This design comes from an exercise in tuning for small area and a short achievable clock period on the open sky130 flow, not from production work. Power and IR drop assume default switching activity.

==> trial 27 <==
==> flow/design.v (excerpt) <==
module ALU(
input clk,
input [15:0] a, b,
input [3*8:0] op,
output [31:0] out
    );
clock: 28.0 ns
lec_check: 0
cap_margin: 20
core_margin: 2
core_utilization: 40
slew_margin: 20
standard.sh (not shown) runs the stock make flow with config.mk's settings and CLKGATE_MAP_FILE= SYNTH_SCRIPT=/design/flow/synth_recipe.tcl, a recipe that flattens the netlist after the stock synthesis.
==> flow/flow/run.sh <==
#!/bin/bash
# Layout flow: the standard ORFS flow, with
#  - the generated multiplier and adder modules mapped gate for gate onto cells (flow/map_cells.py)
#    before synthesis, so Yosys keeps their adder structure as written;
#  - small port buffers and a timing-repair slack target.
set -euo pipefail
MARGIN=$(cat flow/margin.txt 2>/dev/null || echo 0)
BUF=$(cat flow/portbuf.txt 2>/dev/null || echo sky130_fd_sc_hd__buf_2)
python3 flow/map_cells.py design.v design_mapped.v > map_cells.log 2>&1
bash standard.sh "VERILOG_FILES=$PWD/design_mapped.v" "BUFFER_PORTS_ARGS=-buffer_cell $BUF" "SETUP_SLACK_MARGIN=$MARGIN" finish > standard.log 2>&1
==> flow/flow/map_cells.py <==
#!/usr/bin/env python3
"""Maps the generated modules of design.v (multiplier, arithmetic, logical) gate for gate onto sky130
cells before synthesis. In those modules each gate is one assign driving a net named KIND_N
(KIND_N_s / KIND_N_c for the sum and carry of an adder); KIND names the cell. Other lines are
kept; the multiplier's product register becomes dfxtp cells named as Yosys names them.
usage: map_cells.py design.v out.v"""
import re, sys

CELL = {
    'inv': ('inv_1', ['A'], ['Y']),
    'nand2': ('nand2_1', ['A', 'B'], ['Y']),
    'nor2': ('nor2_1', ['A', 'B'], ['Y']),
    'fa': ('fa_1', ['A', 'B', 'CIN'], ['SUM', 'COUT']),
    'ha': ('ha_1', ['A', 'B'], ['SUM', 'COUT']),
    'xor2': ('xor2_1', ['A', 'B'], ['X']),
    'xnor2': ('xnor2_1', ['A', 'B'], ['Y']),
    'a21oi': ('a21oi_1', ['A1', 'A2', 'B1'], ['Y']),
    'o21ai': ('o21ai_1', ['A1', 'A2', 'B1'], ['Y']),
    'a222oi': ('a222oi_1', ['A1', 'A2', 'B1', 'B2', 'C1', 'C2'], ['Y']),
    'a22oi': ('a22oi_1', ['A1', 'A2', 'B1', 'B2'], ['Y']),
    'nand3': ('nand3_1', ['A', 'B', 'C'], ['Y']),
    'and2': ('and2_1', ['A', 'B'], ['X']),
    'and2b': ('and2b_1', ['A_N', 'B'], ['X']),
    'nor3': ('nor3_1', ['A', 'B', 'C'], ['Y']),
    'nor4': ('nor4_1', ['A', 'B', 'C', 'D'], ['Y']),
    'nand4': ('nand4_1', ['A', 'B', 'C', 'D'], ['Y']),
    'a21o': ('a21o_1', ['A1', 'A2', 'B1'], ['X']),
}
# drive strength by fanout inside the module: (fanout at least, cell)
SIZES = {
    'inv': [(4, 'inv_2'), (8, 'inv_4')],
    'nand2': [(4, 'nand2_2')],
    'nor2': [(4, 'nor2_2'), (8, 'nor2_4')],
    'a21oi': [(4, 'a21oi_2'), (8, 'a21oi_4')],
    'o21ai': [(5, 'o21ai_2'), (9, 'o21ai_4')],
    'nor3': [(4, 'nor3_2'), (8, 'nor3_4')],
    'and2': [(4, 'and2_2'), (8, 'and2_4')],
}
IDENT = r'[A-Za-z_][A-Za-z0-9_]*(?:\s*\[\s*\d+\s*\])?'
GATE = re.compile(r'\s*assign\s+((' + '|'.join(CELL) + r')(?:X(\d+))?_(\d+)(?:_([sc]))?)\s*=\s*([^;]*);\s*$')


def map_module(mod):
    gates = {}
    out = []
    for line in mod.split('\n'):
        m = GATE.match(line)
        if not m:
            out.append(line)
            continue
        lhs, kind, size, idx, part, rhs = m.groups()
        ins = []
        for t in re.findall(IDENT, rhs):
            t = re.sub(r'\s+', '', t)
            if t not in ins:
                ins.append(t)
        e = gates.get(idx)
        if e is None:
            e = gates[idx] = {'kind': kind, 'size': size, 'ins': None, 'outs': {}, 'pos': len(out)}
            out.append(None)
        if part in (None, 's'):
            e['ins'] = ins
        e['outs'][part] = lhs
    fanout = {}
    for e in gates.values():
        for s in e['ins']:
            fanout[s] = fanout.get(s, 0) + 1
    for line in out:
        if line is not None and not line.lstrip().startswith('sky130'):
            for t in re.findall(IDENT, line):
                fanout[t] = fanout.get(t, 0) + 1
    for idx, e in gates.items():
        cell, ip, op = CELL[e['kind']]
        outs0 = list(e['outs'].values())
        fo = max(fanout.get(o, 0) for o in outs0)
        for lim, big in SIZES.get(e['kind'], []):
            if fo >= lim:
                cell = big
        if e['size']:
            cell = cell.rsplit('_', 1)[0] + '_' + e['size']
        assert len(e['ins']) == len(ip), (idx, e)
        outs = [e['outs'][None]] if None in e['outs'] else [e['outs']['s'], e['outs']['c']]
        pins = [f'.{p}({s})' for p, s in zip(ip, e['ins'])] + \
               [f'.{p}({s})' for p, s in zip(op, outs)]
        out[e['pos']] = f'sky130_fd_sc_hd__{cell} g{idx} (' + ', '.join(pins) + ');'
    text = '\n'.join(out)
    m = re.search(r'always\s*@\s*\(\s*posedge\s+clk\s*\)\s*C\s*<=\s*prod\s*;', text)
    if m:
        regs = '\n'.join(f'sky130_fd_sc_hd__dfxtp_1 \\C[{c}]$_DFF_P_  (.CLK(clk), .D(prod[{c}]), .Q(C[{c}]));'
                         for c in range(32))
        text = text[:m.start()] + regs + text[m.end():]
        text = re.sub(r'output\s+reg\s+\[31:0\]\s*C', 'output [31:0] C', text)
    return text, len(gates)


src = open(sys.argv[1]).read()
total = 0
for name in ('multiplier', 'arithmetic', 'logical'):
    m = re.search(r'module\s+' + name + r'\s*\(.*?\bendmodule\b', src, re.S)
    if m:
        text, n = map_module(m.group(0))
        src = src[:m.start()] + text + src[m.end():]
        total += n
open(sys.argv[2], 'w').write(src)
print(f'mapped {total} gates', file=sys.stderr)
==> inputs of build 80, as changes to trial 27 <==
==> flow/flow/run.sh (replaced) <==
#!/bin/bash
# Layout flow: the standard ORFS flow, with
#  - the generated multiplier, adder and result-select modules mapped gate for gate onto
#    cells (flow/map_cells.py) before synthesis, so Yosys keeps their structure as written;
#  - small port buffers, a small clock tree without dummy loads, and an optional
#    timing-repair slack target.
set -euo pipefail
MARGIN=$(cat flow/margin.txt 2>/dev/null || echo 0)
BUF=$(cat flow/portbuf.txt 2>/dev/null || echo sky130_fd_sc_hd__buf_2)
CTS=$(cat flow/cts_args.txt 2>/dev/null || echo "-sink_clustering_enable -repair_clock_nets")
python3 flow/map_cells.py design.v design_mapped.v > map_cells.log 2>&1
bash standard.sh "VERILOG_FILES=$PWD/design_mapped.v" "BUFFER_PORTS_ARGS=-buffer_cell $BUF" \
  "SETUP_SLACK_MARGIN=$MARGIN" "CTS_ARGS=$CTS" finish > standard.log 2>&1
==> flow/flow/cts_args.txt (new file) <==
-buf_list sky130_fd_sc_hd__clkbuf_4 -root_buf sky130_fd_sc_hd__clkbuf_4 -sink_clustering_enable -dont_use_dummy_load -repair_clock_nets
==> inputs of trial 24, as changes to trial 27 <==
--- a/flow/design.v
+++ b/flow/design.v
@@ -1,15 +1,15 @@
 module logical(input [15:0] a, p, g, s, input [16:0] m, input k_g, k_p, k_a, inv, as, add, left, rol, right, asr, ror, mul, cmp, ne, input [1:0] lt, output [16:0] x);
 wire a222oi_20001, xor2_20002, a222oi_20003, a22oi_20004, nand3_20005, a222oi_20006, xor2_20007, a222oi_20008, a22oi_20009, nand3_20010, a222oi_20011, xor2_20012, a222oi_20013, a22oi_20014, nand3_20015, a222oi_20016;
 wire xor2_20017, a222oi_20018, a22oi_20019, nand3_20020, a222oi_20021, xor2_20022, a222oi_20023, a22oi_20024, nand3_20025, a222oi_20026, xor2_20027, a222oi_20028, a22oi_20029, nand3_20030, a222oi_20031, xor2_20032;
 wire a222oi_20033, a22oi_20034, nand3_20035, a222oi_20036, xor2_20037, a222oi_20038, a22oi_20039, nand3_20040, a222oi_20041, xor2_20042, a222oi_20043, a22oi_20044, nand3_20045, a222oi_20046, xor2_20047, a222oi_20048;
 wire a22oi_20049, nand3_20050, a222oi_20051, xor2_20052, a222oi_20053, a22oi_20054, nand3_20055, a222oi_20056, xor2_20057, a222oi_20058, a22oi_20059, nand3_20060, a222oi_20061, xor2_20062, a222oi_20063, a22oi_20064;
 wire nand3_20065, a222oi_20066, xor2_20067, a222oi_20068, a22oi_20069, nand3_20070, a222oi_20071, xor2_20072, a222oi_20073, a22oi_20074, nand3_20075, a222oi_20076, xor2_20077, a22oi_20078, a22oi_20079, a22oi_20080;
-wire nand4_20081, and2b_20082, a21o_20083;
+wire nand4_20081, inv_20082, nor2_20083, a21o_20084;
 assign a222oi_20001 = ~((k_g & g[0]) | (k_p & p[0]) | (k_a & a[0]));
 assign xor2_20002 = a222oi_20001 ^ inv;
 assign a222oi_20003 = ~((as & s[0]) | (rol & a[15]) | (right & a[1]));
 assign a22oi_20004 = ~((mul & m[0]) | (cmp & ne));
 assign nand3_20005 = ~(a222oi_20003 & a22oi_20004 & xor2_20002);
 assign a222oi_20006 = ~((k_g & g[1]) | (k_p & p[1]) | (k_a & a[1]));
 assign xor2_20007 = a222oi_20006 ^ inv;
 assign a222oi_20008 = ~((as & s[1]) | (left & a[0]) | (right & a[2]));
@@ -81,35 +81,36 @@
 assign a22oi_20074 = ~((mul & m[14]) | (cmp & lt[1]));
 assign nand3_20075 = ~(a222oi_20073 & a22oi_20074 & xor2_20072);
 assign a222oi_20076 = ~((k_g & g[15]) | (k_p & p[15]) | (k_a & a[15]));
 assign xor2_20077 = a222oi_20076 ^ inv;
 assign a22oi_20078 = ~((as & s[15]) | (left & a[14]));
 assign a22oi_20079 = ~((mul & m[15]) | (cmp & lt[1]));
 assign a22oi_20080 = ~((asr & a[15]) | (ror & a[0]));
 assign nand4_20081 = ~(a22oi_20078 & a22oi_20079 & a22oi_20080 & xor2_20077);
-assign and2b_20082 = ~lt[0] & add;
-assign a21o_20083 = (mul & m[16]) | and2b_20082;
-assign x = {a21o_20083, nand4_20081, nand3_20075, nand3_20070, nand3_20065, nand3_20060, nand3_20055, nand3_20050, nand3_20045, nand3_20040, nand3_20035, nand3_20030, nand3_20025, nand3_20020, nand3_20015, nand3_20010, nand3_20005};
+assign inv_20082 = ~add;
+assign nor2_20083 = ~(inv_20082 | lt[0]);
+assign a21o_20084 = (mul & m[16]) | nor2_20083;
+assign x = {a21o_20084, nand4_20081, nand3_20075, nand3_20070, nand3_20065, nand3_20060, nand3_20055, nand3_20050, nand3_20045, nand3_20040, nand3_20035, nand3_20030, nand3_20025, nand3_20020, nand3_20015, nand3_20010, nand3_20005};
 endmodule
 module arithmetic(input [15:0] A, input [15:0] B, input [2:0] o, output [15:0] S, output [1:0] lt, output [15:0] p, output [15:0] g);
-wire and2b_10001, nor2X2_10002, nor2X2_10003, nor2X2_10004, nor2X2_10005, xor2_10006, xor2_10007, and2b_10008, xor2_10009, xor2_10010, and2b_10011, xor2_10012, xor2_10013, and2b_10014, xor2_10015, xor2_10016;
+wire nor2b_10001, nor2X2_10002, nor2X2_10003, nor2X2_10004, nor2X2_10005, xor2_10006, xor2_10007, and2b_10008, xor2_10009, xor2_10010, and2b_10011, xor2_10012, xor2_10013, and2b_10014, xor2_10015, xor2_10016;
 wire and2b_10017, xor2_10018, xor2_10019, and2b_10020, xor2_10021, xor2_10022, and2b_10023, xor2_10024, xor2_10025, and2b_10026, xor2_10027, xor2_10028, and2b_10029, xor2_10030, xor2_10031, and2b_10032;
 wire xor2_10033, xor2_10034, and2b_10035, xor2_10036, xor2_10037, and2b_10038, xor2_10039, xor2_10040, and2b_10041, xor2_10042, xor2_10043, and2b_10044, xor2_10045, xor2_10046, and2b_10047, xor2_10048;
 wire xor2_10049, and2b_10050, xor2_10051, xor2_10052, and2b_10053, a21oi_10054, a21oi_10055, nand2_10056, a21oi_10057, nand2_10058, a21oi_10059, nand2_10060, a21oi_10061, nand2_10062, a21oi_10063, nand2_10064;
 wire a21oi_10065, nand2_10066, a21oi_10067, nand2_10068, inv_10069, a21oi_10070, o21ai_10071, inv_10072, a21oi_10073, inv_10074, nand2_10075, o21ai_10076, nor2_10077, inv_10078, a21oi_10079, inv_10080;
 wire nand2_10081, o21ai_10082, nor2_10083, inv_10084, a21oi_10085, inv_10086, nand2_10087, o21ai_10088, nor2_10089, a21oi_10090, inv_10091, o21ai_10092, inv_10093, o21ai_10094, a21oi_10095, a21oi_10096;
 wire nand2_10097, inv_10098, o21ai_10099, inv_10100, nand2_10101, inv_10102, o21ai_10103, inv_10104, nand2_10105, a21oi_10106, nand2_10107, inv_10108, a21oi_10109, o21ai_10110, o21ai_10111, inv_10112;
 wire a21oi_10113, o21ai_10114, inv_10115, o21ai_10116, inv_10117, o21ai_10118, o21ai_10119, xor2_10121, xnor2_10122, xnor2_10123, xor2_10124, xnor2_10125, xor2_10126, xor2_10127, xnor2_10128, xnor2_10129;
-wire xor2_10130, xor2_10131, xnor2_10132, xor2_10133, xor2_10134, xor2_10135, xor2_10136, a21oiX2_10137, a21oiX2_10138;
-assign and2b_10001 = ~o[0] & o[2];
-assign nor2X2_10002 = ~(o[1] | and2b_10001);
-assign nor2X2_10003 = ~(o[1] | and2b_10001);
-assign nor2X2_10004 = ~(o[1] | and2b_10001);
-assign nor2X2_10005 = ~(o[1] | and2b_10001);
+wire xor2_10130, xor2_10131, xnor2_10132, xor2_10133, xor2_10134, xor2_10135, xor2_10136, a21oiX4_10137, a21oiX4_10138;
+assign nor2b_10001 = ~o[0] & o[2];
+assign nor2X2_10002 = ~(o[1] | nor2b_10001);
+assign nor2X2_10003 = ~(o[1] | nor2b_10001);
+assign nor2X2_10004 = ~(o[1] | nor2b_10001);
+assign nor2X2_10005 = ~(o[1] | nor2b_10001);
 assign xor2_10006 = A[0] ^ B[0];
 assign xor2_10007 = xor2_10006 ^ nor2X2_10002;
 assign and2b_10008 = ~xor2_10007 & A[0];
 assign xor2_10009 = A[1] ^ B[1];
 assign xor2_10010 = xor2_10009 ^ nor2X2_10002;
 assign and2b_10011 = ~xor2_10010 & A[1];
 assign xor2_10012 = A[2] ^ B[2];
 assign xor2_10013 = xor2_10012 ^ nor2X2_10002;
@@ -230,22 +231,22 @@
 assign xnor2_10129 = ~(xor2_10031 ^ a21oi_10109);
 assign xor2_10130 = xor2_10034 ^ o21ai_10110;
 assign xor2_10131 = xor2_10037 ^ o21ai_10111;
 assign xnor2_10132 = ~(xor2_10040 ^ a21oi_10113);
 assign xor2_10133 = xor2_10043 ^ o21ai_10114;
 assign xor2_10134 = xor2_10046 ^ o21ai_10116;
 assign xor2_10135 = xor2_10049 ^ o21ai_10118;
 assign xor2_10136 = xor2_10052 ^ o21ai_10119;
-assign a21oiX2_10137 = ~((xor2_10052 & o21ai_10119) | and2b_10053);
-assign a21oiX2_10138 = ~((xor2_10052 & o21ai_10119) | and2b_10053);
+assign a21oiX4_10137 = ~((xor2_10052 & o21ai_10119) | and2b_10053);
+assign a21oiX4_10138 = ~((xor2_10052 & o21ai_10119) | and2b_10053);
 assign S = {xor2_10136, xor2_10135, xor2_10134, xor2_10133, xnor2_10132, xor2_10131, xor2_10130, xnor2_10129, xnor2_10128, xor2_10127, xor2_10126, xnor2_10125, xor2_10124, xnor2_10123, xnor2_10122, xor2_10121};
-assign p = {xor2_10052, xor2_10049, xor2_10046, xor2_10043, xor2_10040, xor2_10037, xor2_10034, xor2_10031, xor2_10028, xor2_10025, xor2_10022, xor2_10019, xor2_10016, xor2_10013, xor2_10010, xor2_10007};
+assign p = {xor2_10051, xor2_10048, xor2_10045, xor2_10042, xor2_10039, xor2_10036, xor2_10033, xor2_10030, xor2_10027, xor2_10024, xor2_10021, xor2_10018, xor2_10015, xor2_10012, xor2_10009, xor2_10006};
 assign g = {and2b_10053, and2b_10050, and2b_10047, and2b_10044, and2b_10041, and2b_10038, and2b_10035, and2b_10032, and2b_10029, and2b_10026, and2b_10023, and2b_10020, and2b_10017, and2b_10014, and2b_10011, and2b_10008};
-assign lt = {a21oiX2_10138, a21oiX2_10137};
+assign lt = {a21oiX4_10138, a21oiX4_10137};
 endmodule
 module multiplier(input clk, input [15:0] A1, input [15:0] B1, input [24:0] op, output reg [31:0] C);
 wire nor4_1, nor4_2, nor4_3, nor4_4, nor4_5, nor2_6, nand4_7, nand2_8, nand3_9, nor3_10, inv_11, inv_12, inv_13, inv_14, inv_15, inv_16;
 wire inv_17, inv_18, inv_19, inv_20, inv_21, inv_22, inv_23, inv_24, inv_25, inv_26, nand2_27, nand2_28, nand2_29, nand2_30, nand2_31, nand2_32;
 wire nand2_33, nand2_34, nand2_35, nand2_36, nand2_37, nand2_38, nand2_39, nand2_40, nand2_41, nand2_42, nor2_43, nor2_44, nor2_45, nor2_46, nor2_47, nor2_48;
 wire nor2_49, nor2_50, nor2_51, nor2_52, nor2_53, nor2_54, nor2_55, nor2_56, nor2_57, nor2_58, nor2_59, nor2_60, nor2_61, nor2_62, nor2_63, nor2_64;
 wire nor2_65, nor2_66, nor2_67, nor2_68, nor2_69, nor2_70, nor2_71, nor2_72, nor2_73, nor2_74, nor2_75, nor2_76, nor2_77, nor2_78, nor2_79, nor2_80;
 wire nor2_81, nor2_82, nor2_83, nor2_84, nor2_85, nor2_86, nor2_87, nor2_88, nor2_89, nor2_90, nor2_91, nor2_92, nor2_93, nor2_94, nor2_95, nor2_96;
@@ -1172,17 +1173,17 @@
 wire is_asl  = as_ & (c0 == "l");
 wire is_asr  = as_ & (c0 == "r");
 wire is_rol  = ro_ & (c0 == "l");
 wire is_ror  = ro_ & (c0 == "r");
 wire is_cmp  = t3 & (c2 == "c") & (c1 == "m") & (c0 == "p");
 wire [15:0] s, p, g;
 wire [1:0] lt;                           
 arithmetic AA1(.A(a), .B(b), .o(op[2:0]), .S(s), .lt(lt), .p(p), .g(g));
-wire ne = ~&p;                           
+wire ne = |p;                            
 wire [31:0] m;
 multiplier M(.clk(clk), .A1(a), .B1(b), .op(op), .C(m));
 wire as = is_add | is_sub;
 logical L(.a(a), .p(p), .g(g), .s(s), .m(m[16:0]),
   .k_g(is_and | is_or | is_nand | is_nor),
   .k_p(is_or | is_xor | is_nor | is_xnor),
   .k_a(is_not),
   .inv(is_not | is_nand | is_nor | is_xnor),
==> flow/flow/run.sh (replaced) <==
#!/bin/bash
# Layout flow: the standard ORFS flow, with
#  - the generated multiplier, adder and result-select modules mapped gate for gate onto
#    cells (flow/map_cells.py) before synthesis, so Yosys keeps their structure as written;
#  - small port buffers, a small clock tree without dummy loads, and an optional
#    timing-repair slack target.
set -euo pipefail
MARGIN=$(cat flow/margin.txt 2>/dev/null || echo 0)
BUF=$(cat flow/portbuf.txt 2>/dev/null || echo sky130_fd_sc_hd__buf_2)
CTS=$(cat flow/cts_args.txt 2>/dev/null || echo "-sink_clustering_enable -repair_clock_nets")
python3 flow/map_cells.py design.v design_mapped.v > map_cells.log 2>&1
bash standard.sh "VERILOG_FILES=$PWD/design_mapped.v" "BUFFER_PORTS_ARGS=-buffer_cell $BUF" \
  "SETUP_SLACK_MARGIN=$MARGIN" "CTS_ARGS=$CTS" finish > standard.log 2>&1
--- a/flow/flow/map_cells.py
+++ b/flow/flow/map_cells.py
@@ -16,16 +16,17 @@
     'xnor2': ('xnor2_1', ['A', 'B'], ['Y']),
     'a21oi': ('a21oi_1', ['A1', 'A2', 'B1'], ['Y']),
     'o21ai': ('o21ai_1', ['A1', 'A2', 'B1'], ['Y']),
     'a222oi': ('a222oi_1', ['A1', 'A2', 'B1', 'B2', 'C1', 'C2'], ['Y']),
     'a22oi': ('a22oi_1', ['A1', 'A2', 'B1', 'B2'], ['Y']),
     'nand3': ('nand3_1', ['A', 'B', 'C'], ['Y']),
     'and2': ('and2_1', ['A', 'B'], ['X']),
     'and2b': ('and2b_1', ['A_N', 'B'], ['X']),
+    'nor2b': ('nor2b_1', ['A', 'B_N'], ['Y']),
     'nor3': ('nor3_1', ['A', 'B', 'C'], ['Y']),
     'nor4': ('nor4_1', ['A', 'B', 'C', 'D'], ['Y']),
     'nand4': ('nand4_1', ['A', 'B', 'C', 'D'], ['Y']),
     'a21o': ('a21o_1', ['A1', 'A2', 'B1'], ['X']),
 }
 # drive strength by fanout inside the module: (fanout at least, cell)
 SIZES = {
     'inv': [(4, 'inv_2'), (8, 'inv_4')],
==> comparison table <==
item                                                                    build 80             trial 24           trial 27
Share of the synthesized area in the top cell type                         0.451                0.448              0.451
Count of fill cells added during filler insertion                           2228                 2196               2211
Post-synthesis average cell area                                        9.32 um2             9.34 um2           9.32 um2
Number of clock buffers in the layout                                          5                    7                  6
Run status                                                        finished clean       finished clean     finished clean
Share of post-route cells with drive strength above 1                      0.148                0.172              0.150
Post-synthesis simple-gate area fraction                                   0.227                0.229              0.227
Relative area of non-clock buffer cells in the final design               0.0473               0.0488             0.0467
Post-synth net total                                                        1262                 1265               1262
Maximum VDD drop                                                         8.91 uV              23.5 uV            19.7 uV
Area of all placed cells without fillers                             0.00989 mm2           0.0101 mm2         0.0100 mm2
Main power-consuming group                                   combinational cells  combinational cells  the clock network
Data arrival, critical path                                              8.80 ns              8.65 ns            8.81 ns
Area of the multi-input gates                                        0.00818 mm2          0.00822 mm2        0.00818 mm2
Wire length of the first global-routing pass                             43.6 mm              46.1 mm            43.6 mm
Total chip power                                                          134 uW               166 uW             172 uW
Count of multi-input combinational gates                                     889                  892                889
Via count of the first global-routing pass                                  7958                 8326               7938
Iteration-0 DRC Markers                                                      822                  620                808
Setup slack at placement                                                13.60 ns             13.84 ns           13.60 ns
No functional check of the RTL was part of any run of this note.

==> re-timing with driven ports <==
In the flow no input, the clock included, has a driving cell. The finished layouts below were timed again as built, in two steps.
Step 1 assumes that a clkbuf_16 drives the clock port and a buf_2 every other input.
Step 2, shift: input delay + t, output delay - t, t = (earliest + latest rising clock arrival at the registers) / 2. This alone moves slack from input paths to output paths.
Slacks: no drivers / after step 1 / after step 2; pairs: no drivers / after step 1.
| run | t (ns) | setup slack, ns | worst hold slack (ns) | latest minus earliest clock arrival (ns) | slew at the worst register clock pin (ns) |
|---|---|---|---|---|---|
| trial 27 | 0.335 | 13.595 / 13.563 / 13.563 | 5.754 / 5.735 / 6.070 | 0.016 / 0.016 | 0.06 / 0.06 |
| build 80 | 0.411 | 13.601 / 13.569 / 13.569 | 5.644 / 5.626 / 6.038 | 0.045 / 0.045 | 0.12 / 0.12 |
| trial 24 | 0.323 | 13.746 / 13.714 / 13.714 | 5.773 / 5.763 / 6.085 | 0.014 / 0.015 | 0.06 / 0.06 |
After both steps setup and hold are still met in every run listed.
